What follows belongs to an exercise in optimizing a design on an open flow for small area; a production flow would make more cautious choices. Function was checked by simulation only, so behaviour that the tests miss may differ from the original. Power and IR drop assume default switching activity.

## exp/garnet
## Tetris_top
module Tetris_top(
	clk,
	rst,
	btnL,
	btnR,
	btnD,
	btnS,
	HSync,
	VSync,
	R,
	G,
	B,
	Seg,
	An
    );
Size in the first run: roughly 2,100 cells after synthesis, roughly 28 I/O pins, ~20,000 sq um of cells after synthesis.
clock: 12.0 ns
lec_check: 0
abc_area: 1
cap_margin: 20
core_margin: 2
core_utilization: 55
cts_buf_list: sky130_fd_sc_hd__clkbuf_8
cts_cluster_diameter: 80
cts_cluster_size: 16
hold_slack_margin: 0
place_density: 0.7
slew_margin: 20
standard.sh (not shown) runs the stock make flow with config.mk's settings and CLKGATE_MAP_FILE= SYNTH_SCRIPT=/design/flow/synth_recipe.tcl, a recipe that flattens the netlist after the stock synthesis.
==> flow/flow/run.sh <==
#!/bin/bash
# Layout flow: the standard flow, with one extra step after the standard
# synthesis.  The combinational logic of the synthesized netlist is mapped a
# second time with a stronger ABC script (flow/remap.tcl, flow/remap.abc);
# the registers of the standard synthesis are kept as they are (same cells,
# same names).  Then the standard flow continues from that netlist.
# Each tool's output goes to a log file of its own in this folder.
set -euo pipefail
HERE=$PWD
RES=$HERE/orfs/results/$FLOW_PLATFORM/Tetris_top/base

# 1. standard synthesis
bash standard.sh "$RES/1_2_yosys.v" > 1_synth_standard.log 2>&1
cp "$RES/1_2_yosys.v" "$HERE/1_2_yosys_standard.v"

# 2. second mapping of the combinational logic, repeated on its own result
#    (every third pass with a second script, flow/remap_b.abc); the smallest
#    netlist is kept.  A pass whose result is implausibly small (under 70% of
#    the standard synthesis) is not kept.
export REMAP_LIB=$FLOW_HOME/platforms/$FLOW_PLATFORM/lib/sky130_fd_sc_hd__tt_025C_1v80.lib
export REMAP_SCRIPT=$HERE/flow/remap.abc
export REMAP_CONSTR=$HERE/flow/remap.constr
export REMAP_PERIOD_PS=$(awk "BEGIN{print int($FLOW_PERIOD_NS*1000)}")
prev=$HERE/1_2_yosys_standard.v
best=""; best_area=""
std_area=$(awk '/Chip area for module/ {print $NF}' "$HERE/orfs/reports/$FLOW_PLATFORM/Tetris_top/base/synth_stat.txt" 2>/dev/null || true)
for i in $(seq 1 12); do
  if (( i % 3 == 0 )); then export REMAP_SCRIPT=$HERE/flow/remap_b.abc; else export REMAP_SCRIPT=$HERE/flow/remap.abc; fi
  export REMAP_IN=$prev
  export REMAP_OUT=$HERE/1_2_yosys_remap$i.v
  export REMAP_STAT=$HERE/remap_stat$i.txt
  if ! yosys -c flow/remap.tcl > 2_remap$i.log 2>&1; then
    echo "pass $i: failed" >> 2_remap_summary.log
    continue
  fi
  area=$(awk '/Chip area for module/ {print $NF}' "$REMAP_STAT" 2>/dev/null || true)
  if [[ -z "$area" ]]; then
    echo "pass $i: no area" >> 2_remap_summary.log
    continue
  fi
  echo "pass $i: area $area" >> 2_remap_summary.log
  if [[ -n "$std_area" ]] && awk "BEGIN{exit !($area < 0.7 * $std_area)}"; then
    echo "pass $i: result rejected (standard synthesis $std_area)" >> 2_remap_summary.log
    continue
  fi
  if [[ -z "$best" ]] || awk "BEGIN{exit !($area < $best_area)}"; then
    best=$REMAP_OUT; best_area=$area
  fi
  prev=$REMAP_OUT
done
if [[ -z "$best" ]]; then best=$HERE/1_2_yosys_standard.v; best_area=$std_area; fi
echo "kept $best ($best_area)" >> 2_remap_summary.log
cp "$best" "$RES/1_2_yosys.v"
touch "$RES/1_2_yosys.v"

# 3. the rest of the standard flow, from the re-mapped netlist (with the
#    clock tree options of flow/cts_args.txt, if there is one)
if [[ -f flow/cts_args.txt ]]; then
  export CTS_ARGS="$(cat flow/cts_args.txt)"
fi
bash standard.sh > 3_layout_standard.log 2>&1
Other scripts of this flow, unchanged in this note and not shown: flow/flow/cts_args.txt, flow/flow/remap.abc, flow/flow/remap.constr, flow/flow/remap.tcl, flow/flow/remap_b.abc
[inputs] exp/pepper vs exp/garnet
--- a/flow/design.v
+++ b/flow/design.v
@@ -62,43 +62,37 @@
 	assign ps_new[1] = (Random_Counter == 3'd1) || (Random_Counter == 3'd3);
 	assign ps_new[2] = (Random_Counter == 3'd2) || (Random_Counter == 3'd3) || (Random_Counter == 3'd5);
 	assign ps_new[3] = (Random_Counter == 3'd4) || (Random_Counter == 3'd5);
 	assign ps_new[4] = (Random_Counter == 3'd6) || (Random_Counter == 3'd7);
 	reg [8:0] tdec;
 	always @(*) begin : tdecode
 		integer i;
 		for (i = -4; i <= 4; i = i + 1)
 			tdec[i + 4] = (ge == 2'd0 && SA_q == 3 - i) || (ge == 2'd1 && SA_q == 8 - i) ||
 			              (ge == 2'd2 && SA_q == 13 - i) || (ge == 2'd3 && SA_q == 18 - i);
 	end
-	wire [9:0] pdec;
-	assign pdec[0] = !SA_p[3] && SA_p[2:0] == 3'd0;
-	assign pdec[1] = !SA_p[3] && SA_p[2:0] == 3'd1;
-	assign pdec[2] = SA_p[2:0] == 3'd2;
-	assign pdec[3] = SA_p[2:0] == 3'd3;
-	assign pdec[4] = SA_p[2:0] == 3'd4;
-	assign pdec[5] = SA_p[2:0] == 3'd5;
-	assign pdec[6] = SA_p[2:0] == 3'd6;
-	assign pdec[7] = SA_p[2:0] == 3'd7;
-	assign pdec[8] = SA_p[3] && !SA_p[0];
-	assign pdec[9] = SA_p[3] && SA_p[0];
+	reg [9:0] pdec;
+	always @(*) begin : pdecode
+		integer i;
+		for (i = 0; i < 10; i = i + 1) pdec[i] = (SA_p == i);
+	end
 	reg [3:0] N [0:5];
 	always @(*) begin : nibsel
 		integer w, m;
 		for (w = -1; w <= 4; w = w + 1) begin
 			N[w + 1] = 4'b0;
 			for (m = 0; m < 4; m = m + 1)
 				if (tdec[m - w + 4]) N[w + 1] = N[w + 1] | psd[4 * m +: 4];
 		end
 	end
-	wire [3:0] wr = {SA_p[3] || SA_p[2:0] == 3'd7, SA_p[3], SA_p[3] && SA_p[0], 1'b0};    
+	wire [3:0] wr = {SA_p >= 4'd7, SA_p >= 4'd8, SA_p >= 4'd9, 1'b0};
 	reg [3:0] M [0:4];
 	always @(*) begin : geom
 		integer w, j;
 		for (w = 0; w < 5; w = w + 1)
 			for (j = 0; j < 4; j = j + 1)
 				M[w][j] = wr[j] ? N[w][j] : N[w + 1][j];
 	end
 	reg [3:0] ok1, ok2;
 	always @(*) begin : colprof
 		integer m, j;
 		for (j = 0; j < 4; j = j + 1) begin
@@ -236,23 +230,24 @@
 		pn = SA_p; qop = 2'd0; qc = 5'd0;
 		case (sa_op)
 			3'd1: begin pn = 4'd3; qop = 2'd3; qc = 5'd21; end
 			3'd2: if (SA_p == 4'd9) begin pn = 4'd0; qop = 2'd1; end
 			      else if (SA_q == 5'd25 && SA_p == 4'd5) begin pn = 4'd0; qop = 2'd3; qc = 5'd0; end
 			      else pn = SA_p + 4'd1;
 			3'd3: if (SA_p == 4'd0) begin
 			          if (SA_q == 5'd0) begin pn = 4'd5; qop = 2'd3; qc = 5'd25; end
 			          else begin pn = 4'd9; qop = 2'd2; end
 			      end
 			      else pn = SA_p - 4'd1;
-			3'd4: begin pn = 4'd0; qop = 2'd1; end
+			3'd4: if (SA_p >= 4'd8) begin pn = SA_p - 4'd8; qop = 2'd1; end
+			      else pn = SA_p + 4'd2;
 			3'd5: qop = 2'd1;
 			3'd6: if (SA_q == 5'd0) begin
 			          qop = 2'd3;
 			          if (SA_p <= 4'd3) begin pn = SA_p + 4'd6; qc = 5'd24; end
 			          else begin pn = SA_p - 4'd4; qc = 5'd25; end
 			      end
 			      else qop = 2'd2;
 			default: ;
 		endcase
 	end
 	reg [2:0] op_n;
@@ -413,23 +408,23 @@
 					else Game_State_Counter <= 7'd0;
 				end
 				S_CheckLoss: begin
 					if (!row19_ne) Game_State_Counter <= 7'd0;
 				end
 				default: ;
 			endcase
 			op_r <= op_n;
 			if (op_n == OP_CLR) o <= 4'd3;
 			else if (op_n != OP_NONE) ;
 			else if (sa_op == 3'd3) begin op_r <= OP_ROTM; o <= (o == 4'd0) ? 4'd9 : o - 4'd1; end
-			else if (sa_op == 3'd2 || sa_op == 3'd4 || rot_t != o) begin op_r <= OP_ROTP; o <= (o[3] && o[0]) ? 4'd0 : o + 4'd1; end
+			else if (sa_op == 3'd2 || sa_op == 3'd4 || rot_t != o) begin op_r <= OP_ROTP; o <= (o == 4'd9) ? 4'd0 : o + 4'd1; end
 		end
 	end
 	wire post_settle = (Game_State == S_CleanFullRows) || (Game_State == S_CleanEmptyRows) ||
 	                   (Game_State == S_CheckLoss) || (Game_State == S_GameOver) || (Game_State == S_GenerateNewPiece);
 	wire [3:0] rot_t = post_settle ? 4'd3 : SA_p;
 endmodule
 `timescale 1ns / 1ps
 module tetris_vga2(
 	clk, rst, c, hlo, dirty,
 	gs_ent, g_ps, g_q, g_p, g_o,
 	HSync, VSync,
## What came out
- Relative to exp/garnet, the wire length of the first global-routing pass measured on exp/pepper has increased slightly.
- In the tables for exp/garnet and exp/pepper, critical path depth reads higher with exp/garnet.
- exp/pepper against exp/garnet: critical path's largest stage delay went up by 0.06 ns, number of inserted filler cells in the final layout went up by 26, final-layout clock-cell area share was more or less identical.
- Looking at exp/garnet and exp/pepper, the layout-stage area growth over the synthesis result is a wash.
- exp/pepper vs exp/garnet: average via count per standard cell up in exp/pepper
- On total wire length, exp/garnet and exp/pepper are neck and neck.
- When the final numbers for exp/garnet and exp/pepper were put side by side, the combined area of the multi-input logic cells turned out to be smaller in exp/pepper.
- Between exp/garnet and exp/pepper, the flow reports sum of internal, switching and leakage power increasing by a few percent.
- Per the comparison of exp/pepper with exp/garnet, clock share of power has remained practically unchanged; final period utilization has increased.
- On synthesized cell count: between exp/garnet and exp/pepper, it ends up higher for exp/garnet.
- exp/pepper has post-place setup slack above what exp/garnet had.

re-timing with driven ports:
The flow's constraints put no driver on any port. The routed layouts listed below were extracted and timed again, unchanged, in two steps.
Step 1 assumes that a clkbuf_16 drives the clock port and a buf_2 every other input.
Step 2 times the ports against the registers' clock, not the clock port: input delays grow and output delays shrink by t, the midpoint of the rising clock arrivals with the driver on.
a / b / c = ideal / step 1 / step 2; a / b = the first two.
| run | t (ns) | slack for setup (ns) | slew at the worst register clock pin (ns) |
|---|---|---|---|
| exp/garnet | 0.648 | 3.191 / 3.191 / 2.845 | 0.11 / 0.11 |
| exp/pepper | 0.656 | 3.042 / 3.042 / 3.042 | 0.11 / 0.11 |
After both steps every run listed still meets setup and hold. The setup slack of exp/garnet, which loses most, moves by 0.000 ns with the drivers and by -0.346 ns with both steps.
